Context: an optimization exercise on an open-source flow, tuned for small area and a short achievable clock period. The choices shown serve that exercise and are no tape-out recipe. Function was checked by simulation only, so behaviour that the tests miss may differ from the original. No activity file was given, so power comes from the tool's default toggle rates.

## multiplier_pipelined
module multiplier_pipelined(
    input clk,
    input logic[31:0] a,
    input logic[31:0] b,
    output logic[63:0] r
);
    logic [31:0] a_q;
    logic [33:0] a3_q;
    logic [10:0] s1_q, s2_q, s3_q, s4_q;
    logic [9:0] neg_q;
    logic [14:0] lo_q;
    logic ci_q;
    logic [63:15] p_q;
    logic [63:15] g_q;
    logic [63:15] x_q;
    logic [63:15] y_q;
    logic pp1;
    logic pp2;
    logic pp3;
    logic pp4;
    logic pp5;
    logic pp6;
    logic pp7;
    logic pp8;
    logic pp9;
    logic pp10;
    logic pp11;
    logic pp12;
    logic pp13;
    logic pp14;
    logic pp15;
    logic pp16;
    logic pp17;
    logic pp18;
    logic pp19;
    logic pp20;
    logic pp21;
    logic pp22;
    logic pp23;
    logic pp24;
    logic pp25;
    logic pp26;
    logic pp27;
    logic pp28;
    logic pp29;
    logic pp30;
    logic pp31;
    logic pp32;
    logic pp33;
    logic pp34;
    logic ns35;
    logic pp36;
    logic pp37;
    logic pp38;
    logic pp39;
    logic pp40;
    logic pp41;
    logic pp42;
    logic pp43;
    logic pp44;
    logic pp45;
    logic pp46;
    logic pp47;
    logic pp48;
    logic pp49;
    logic pp50;
    logic pp51;
    logic pp52;
    logic pp53;
    logic pp54;
    logic pp55;
    logic pp56;
    logic pp57;
    logic pp58;
    logic pp59;
    logic pp60;
    logic pp61;
    logic pp62;
    logic pp63;
    logic pp64;
    logic pp65;
    logic pp66;
    logic pp67;
    logic pp68;
    logic pp69;
    logic ns70;
    logic pp71;
    logic pp72;
    logic pp73;
    logic pp74;
    logic pp75;
    logic pp76;
    logic pp77;
    logic pp78;
    logic pp79;
    logic pp80;
    logic pp81;
    logic pp82;
    logic pp83;
    logic pp84;
    logic pp85;
    logic pp86;
    logic pp87;
    logic pp88;
    logic pp89;
    logic pp90;
  ...
Size in the first run: roughly 2,900 cells after synthesis.
export LEC_CHECK = 0
export CAP_MARGIN = 20
export CORE_MARGIN = 2
export CORE_UTILIZATION = 40
export SETUP_SLACK_MARGIN = 3.1
export SLEW_MARGIN = 20
export SYNTH_HIERARCHICAL = 1
create_clock -name core_clock -period 7.5 [get_ports {clk}]
standard.sh (not shown) runs the stock make flow with config.mk's settings and CLKGATE_MAP_FILE= SYNTH_SCRIPT=/design/flow/synth_recipe.tcl, a recipe that flattens the netlist after the stock synthesis.
==> flow/flow/run.sh <==
#!/bin/bash
# The standard layout (the standard.sh, unchanged synthesis and steps), except that the
# input and output ports are buffered with sky130_fd_sc_hd__buf_2 cells rather than the cell
# buffer_ports picks by default (clkdlybuf4s50_1, a slow delay cell). Every port still gets a buffer.
set -euo pipefail
export BUFFER_PORTS_ARGS="-buffer_cell sky130_fd_sc_hd__buf_2"
bash standard.sh > standard_flow.log 2>&1
Next try:
==> flow/flow/run.sh (replaced) <==
#!/bin/bash
# The standard layout (the standard.sh: unchanged synthesis and steps), with two changes:
# - the input and output ports are buffered with sky130_fd_sc_hd__buf_2 cells rather than
#   the cell buffer_ports picks by default (clkdlybuf4s50_1, a slow delay cell); every port
#   still gets a buffer;
# - after synthesis, flow/upsize.tcl (ORFS's POST_SYNTH_TCL hook) gives flip-flops that drive
#   8 or more loads the dfxtp_4 drive strength; registers keep their names and cell type.
set -euo pipefail
export BUFFER_PORTS_ARGS="-buffer_cell sky130_fd_sc_hd__buf_2"
export POST_SYNTH_TCL="$PWD/flow/upsize.tcl"
bash standard.sh > standard_flow.log 2>&1
==> flow/flow/upsize.tcl (new file) <==
# Give the flip-flops that drive many loads a stronger drive (dfxtp_1 -> dfxtp_4).
# Loads are counted through buffers and inverters. Only the drive strength changes:
# every register keeps its name and its cell type.
proc my_sinks {net depth} {
  set n 0
  foreach it [$net getITerms] {
    if {[$it isOutputSignal]} { continue }
    set m [[$it getInst] getMaster]
    if {$depth < 4 && [regexp {__(clk)?(buf|inv)_} [$m getName]]} {
      set o [[$it getInst] findITerm [expr {[regexp {inv} [$m getName]] ? "Y" : "X"}]]
      if {$o ne "NULL" && [$o getNet] ne "NULL"} { incr n [my_sinks [$o getNet] [expr {$depth + 1}]]; continue }
    }
    incr n
  }
  return $n
}
set n_up 0
foreach inst [[ord::get_db_block] getInsts] {
  if {[[$inst getMaster] getName] ne "sky130_fd_sc_hd__dfxtp_1"} { continue }
  set net [[$inst findITerm Q] getNet]
  if {$net eq "NULL"} { continue }
  if {[my_sinks $net 0] >= 8} {
    replace_cell [$inst getName] sky130_fd_sc_hd__dfxtp_4
    incr n_up
  }
}
puts "upsize.tcl: $n_up flip-flops upsized to dfxtp_4"
--- a/flow/config.mk
+++ b/flow/config.mk
@@ -10,2 +10,3 @@
 export CORE_UTILIZATION = 40
+export PLACE_DENSITY = 0.75
 export SETUP_SLACK_MARGIN = 3.1
Result: Utilization shrinks by 0.29 points. Hold slack improves by 0.17 ns. Final area barely changes. Maximum frequency grows slightly. Register-to-register slack improves by 0.19 ns. Worst setup slack improves by 0.019 ns. Routed wire length shrinks by roughly a tenth. Synthesized area grows slightly. Clock skew is about the same. Sequential power grows by roughly a tenth.
Next try:
--- a/flow/config.mk
+++ b/flow/config.mk
@@ -11,3 +11,3 @@
 export PLACE_DENSITY = 0.75
-export SETUP_SLACK_MARGIN = 3.1
+export SETUP_SLACK_MARGIN = 3.3
 export SLEW_MARGIN = 20
Outcome: Final area goes up by 2.9%; combinational power goes up by about 6%; worst setup slack gets better by 0.10 ns; via count goes up by 1.4%; global-route usage goes up by 0.13 points; die area does not change; power goes up by 4.5%; hold slack gets better by 0.0036 ns; area after synthesis stays the same.
Next try:
==> flow/flow/run.sh (replaced) <==
#!/bin/bash
# The standard layout (the standard.sh, unchanged synthesis and steps), except that the
# input and output ports are buffered with sky130_fd_sc_hd__buf_2 cells rather than the cell
# buffer_ports picks by default (clkdlybuf4s50_1, a slow delay cell). Every port still gets a buffer.
set -euo pipefail
export BUFFER_PORTS_ARGS="-buffer_cell sky130_fd_sc_hd__buf_2"
bash standard.sh > standard_flow.log 2>&1
--- a/flow/config.mk
+++ b/flow/config.mk
@@ -10,3 +10,2 @@
 export CORE_UTILIZATION = 40
-export PLACE_DENSITY = 0.75
 export SETUP_SLACK_MARGIN = 3.3
removed: flow/flow/upsize.tcl
Outcome: Clock power came out lower by about 6%; synthesized cell count does not change; core utilization rose by 0.93 points; first-iteration DRC count goes down by 16%; wire length rose by 9.9%.
Next try:
==> flow/flow/run.sh (replaced) <==
#!/bin/bash
# The standard layout (the standard.sh: unchanged synthesis and steps), with two changes:
# - the input and output ports are buffered with sky130_fd_sc_hd__buf_2 cells rather than
#   the cell buffer_ports picks by default (clkdlybuf4s50_1, a slow delay cell); every port
#   still gets a buffer;
# - after synthesis, flow/upsize.tcl (ORFS's POST_SYNTH_TCL hook) gives flip-flops that drive
#   8 or more loads the dfxtp_4 drive strength; registers keep their names and cell type.
set -euo pipefail
export BUFFER_PORTS_ARGS="-buffer_cell sky130_fd_sc_hd__buf_2"
export POST_SYNTH_TCL="$PWD/flow/upsize.tcl"
bash standard.sh > standard_flow.log 2>&1
==> flow/flow/upsize.tcl (new file) <==
# Give the flip-flops that drive many loads a stronger drive (dfxtp_1 -> dfxtp_4).
# Loads are counted through buffers and inverters. Only the drive strength changes:
# every register keeps its name and its cell type.
proc my_sinks {net depth} {
  set n 0
  foreach it [$net getITerms] {
    if {[$it isOutputSignal]} { continue }
    set m [[$it getInst] getMaster]
    if {$depth < 4 && [regexp {__(clk)?(buf|inv)_} [$m getName]]} {
      set o [[$it getInst] findITerm [expr {[regexp {inv} [$m getName]] ? "Y" : "X"}]]
      if {$o ne "NULL" && [$o getNet] ne "NULL"} { incr n [my_sinks [$o getNet] [expr {$depth + 1}]]; continue }
    }
    incr n
  }
  return $n
}
set n_up 0
foreach inst [[ord::get_db_block] getInsts] {
  if {[[$inst getMaster] getName] ne "sky130_fd_sc_hd__dfxtp_1"} { continue }
  set net [[$inst findITerm Q] getNet]
  if {$net eq "NULL"} { continue }
  if {[my_sinks $net 0] >= 8} {
    replace_cell [$inst getName] sky130_fd_sc_hd__dfxtp_4
    incr n_up
  }
}
puts "upsize.tcl: $n_up flip-flops upsized to dfxtp_4"
--- a/flow/config.mk
+++ b/flow/config.mk
@@ -10,3 +10,4 @@
 export CORE_UTILIZATION = 40
-export SETUP_SLACK_MARGIN = 3.3
+export PLACE_DENSITY = 0.75
+export SETUP_SLACK_MARGIN = 2.8
 export SLEW_MARGIN = 20
After rerunning: Wire length drops by 11%; critical path depth came out lower by 1; design area shrinks by 5.3%; hold slack gets better by 0.17 ns.

========
multiplier_pipelined again, from the RTL that the note above started with.
## multiplier_pipelined
module multiplier_pipelined(
    input clk,
    input logic[31:0] a,
    input logic[31:0] b,
    output logic[63:0] r
);
    logic [31:0] a_q;
    logic [33:0] a3_q;
    logic [10:0] s1_q, s2_q, s3_q, s4_q;
    logic [9:0] neg_q;
    logic [14:0] lo_q;
    logic ci_q;
    logic [63:15] p_q;
    logic [63:15] g_q;
    logic [63:15] x_q;
    logic [63:15] y_q;
    logic pp1;
    logic pp2;
    logic pp3;
    logic pp4;
    logic pp5;
    logic pp6;
    logic pp7;
    logic pp8;
    logic pp9;
    logic pp10;
    logic pp11;
    logic pp12;
    logic pp13;
    logic pp14;
    logic pp15;
    logic pp16;
    logic pp17;
    logic pp18;
    logic pp19;
    logic pp20;
    logic pp21;
    logic pp22;
    logic pp23;
    logic pp24;
    logic pp25;
    logic pp26;
    logic pp27;
    logic pp28;
    logic pp29;
    logic pp30;
    logic pp31;
    logic pp32;
    logic pp33;
    logic pp34;
    logic ns35;
    logic pp36;
    logic pp37;
    logic pp38;
    logic pp39;
    logic pp40;
    logic pp41;
    logic pp42;
    logic pp43;
    logic pp44;
    logic pp45;
    logic pp46;
    logic pp47;
    logic pp48;
    logic pp49;
    logic pp50;
    logic pp51;
    logic pp52;
    logic pp53;
    logic pp54;
    logic pp55;
    logic pp56;
    logic pp57;
    logic pp58;
    logic pp59;
    logic pp60;
    logic pp61;
    logic pp62;
    logic pp63;
    logic pp64;
    logic pp65;
    logic pp66;
    logic pp67;
    logic pp68;
    logic pp69;
    logic ns70;
    logic pp71;
    logic pp72;
    logic pp73;
    logic pp74;
    logic pp75;
    logic pp76;
    logic pp77;
    logic pp78;
    logic pp79;
    logic pp80;
    logic pp81;
    logic pp82;
    logic pp83;
    logic pp84;
    logic pp85;
    logic pp86;
    logic pp87;
    logic pp88;
    logic pp89;
    logic pp90;
    logic pp91;
    logic pp92;
    logic pp93;
    logic pp94;
    logic pp95;
    logic pp96;
    logic pp97;
    logic pp98;
    logic pp99;
    logic pp100;
    logic pp101;
    logic pp102;
    logic pp103;
    logic pp104;
    logic ns105;
    logic pp106;
    logic pp107;
    logic pp108;
    logic pp109;
    logic pp110;
    logic pp111;
    logic pp112;
    logic pp113;
    logic pp114;
    logic pp115;
    logic pp116;
    logic pp117;
    logic pp118;
    logic pp119;
    logic pp120;
    logic pp121;
    logic pp122;
    logic pp123;
    logic pp124;
    logic pp125;
  ...
export LEC_CHECK = 0
export CAP_MARGIN = 20
export CORE_MARGIN = 2
export CORE_UTILIZATION = 40
export SETUP_SLACK_MARGIN = 3.6
export SLEW_MARGIN = 20
export SYNTH_HIERARCHICAL = 1
create_clock -name core_clock -period 7.5 [get_ports {clk}]
==> flow/flow/run.sh <==
#!/bin/bash
# The standard layout (the standard.sh, unchanged synthesis and steps), except that the
# input and output ports are buffered with sky130_fd_sc_hd__buf_2 cells rather than the cell
# buffer_ports picks by default (clkdlybuf4s50_1, a slow delay cell). Every port still gets a buffer.
set -euo pipefail
export BUFFER_PORTS_ARGS="-buffer_cell sky130_fd_sc_hd__buf_2"
bash standard.sh > standard_flow.log 2>&1
Edit:
==> flow/flow/run.sh (replaced) <==
#!/bin/bash
# The standard layout (the standard.sh: unchanged synthesis and steps), with two changes:
# - the input and output ports are buffered with sky130_fd_sc_hd__buf_2 cells rather than
#   the cell buffer_ports picks by default (clkdlybuf4s50_1, a slow delay cell); every port
#   still gets a buffer;
# - after synthesis, flow/upsize.tcl (ORFS's POST_SYNTH_TCL hook) gives flip-flops that drive
#   8 or more loads the dfxtp_4 drive strength; registers keep their names and cell type.
set -euo pipefail
export BUFFER_PORTS_ARGS="-buffer_cell sky130_fd_sc_hd__buf_2"
export POST_SYNTH_TCL="$PWD/flow/upsize.tcl"
bash standard.sh > standard_flow.log 2>&1
==> flow/flow/upsize.tcl (new file) <==
# Give the flip-flops that drive many loads a stronger drive (dfxtp_1 -> dfxtp_4).
# Loads are counted through buffers and inverters. Only the drive strength changes:
# every register keeps its name and its cell type.
proc my_sinks {net depth} {
  set n 0
  foreach it [$net getITerms] {
    if {[$it isOutputSignal]} { continue }
    set m [[$it getInst] getMaster]
    if {$depth < 4 && [regexp {__(clk)?(buf|inv)_} [$m getName]]} {
      set o [[$it getInst] findITerm [expr {[regexp {inv} [$m getName]] ? "Y" : "X"}]]
      if {$o ne "NULL" && [$o getNet] ne "NULL"} { incr n [my_sinks [$o getNet] [expr {$depth + 1}]]; continue }
    }
    incr n
  }
  return $n
}
set n_up 0
foreach inst [[ord::get_db_block] getInsts] {
  if {[[$inst getMaster] getName] ne "sky130_fd_sc_hd__dfxtp_1"} { continue }
  set net [[$inst findITerm Q] getNet]
  if {$net eq "NULL"} { continue }
  if {[my_sinks $net 0] >= 8} {
    replace_cell [$inst getName] sky130_fd_sc_hd__dfxtp_4
    incr n_up
  }
}
puts "upsize.tcl: $n_up flip-flops upsized to dfxtp_4"
- SETUP_SLACK_MARGIN: 3.6 -> 3.45
Via count hardly moves.
Clock power rises by about 7%.
Cell count falls by 0.98%.
Die area rises by 1.6%.
Power falls by 0.43%.
Utilization falls by 2.0 points.
Clock skew falls by 0.029 ns.
Global-route usage falls by 1.7 points.
Sequential share of layout area rises by 1.2 points.
Count of clock-buffer cells in the layout falls by 1.

## what the ideal ports hide
No port has a modelled driver above. Below, the same layouts with a new extraction and two added sets of constraints. Step 1, drivers: a clkbuf_16 drives clk and a buf_2 each remaining input, both assumed. Step 2 times the ports against the registers' clock, not the clock port: input delays grow and output delays shrink by t, the midpoint of the rising clock arrivals with the driver on. a / b / c = no drivers / after step 1 / after step 2; a / b = the first two.
run	t (ns)	setup WS [ns]	worst hold slack (ns)	latest minus earliest clock arrival (ns)	worst slew at a driven data input, ns
the first run of note 1	0.625	3.123 / 3.109 / 3.123	0.602 / 0.602 / 0.602	0.013 / 0.014	0.05
the second run of note 1	0.605	3.142 / 3.080 / 3.307	0.773 / 0.773 / 0.773	0.011 / 0.011	0.07
the third run of note 1	0.605	3.242 / 3.180 / 3.299	0.777 / 0.777 / 0.777	0.013 / 0.013	0.07
the fourth run of note 1	0.625	3.264 / 3.204 / 3.332	0.601 / 0.601 / 0.601	0.017 / 0.017	0.05
the fifth run of note 1	0.604	2.900 / 2.837 / 3.290	0.774 / 0.774 / 0.774	0.017 / 0.016	0.07
the first run of note 2	0.632	3.237 / 3.178 / 3.400	0.585 / 0.585 / 0.585	0.037 / 0.038	0.05
the second run of note 2	0.653	3.336 / 3.266 / 3.375	0.800 / 0.800 / 0.800	0.009 / 0.009	0.05
After both steps setup and hold are still met in every run listed.
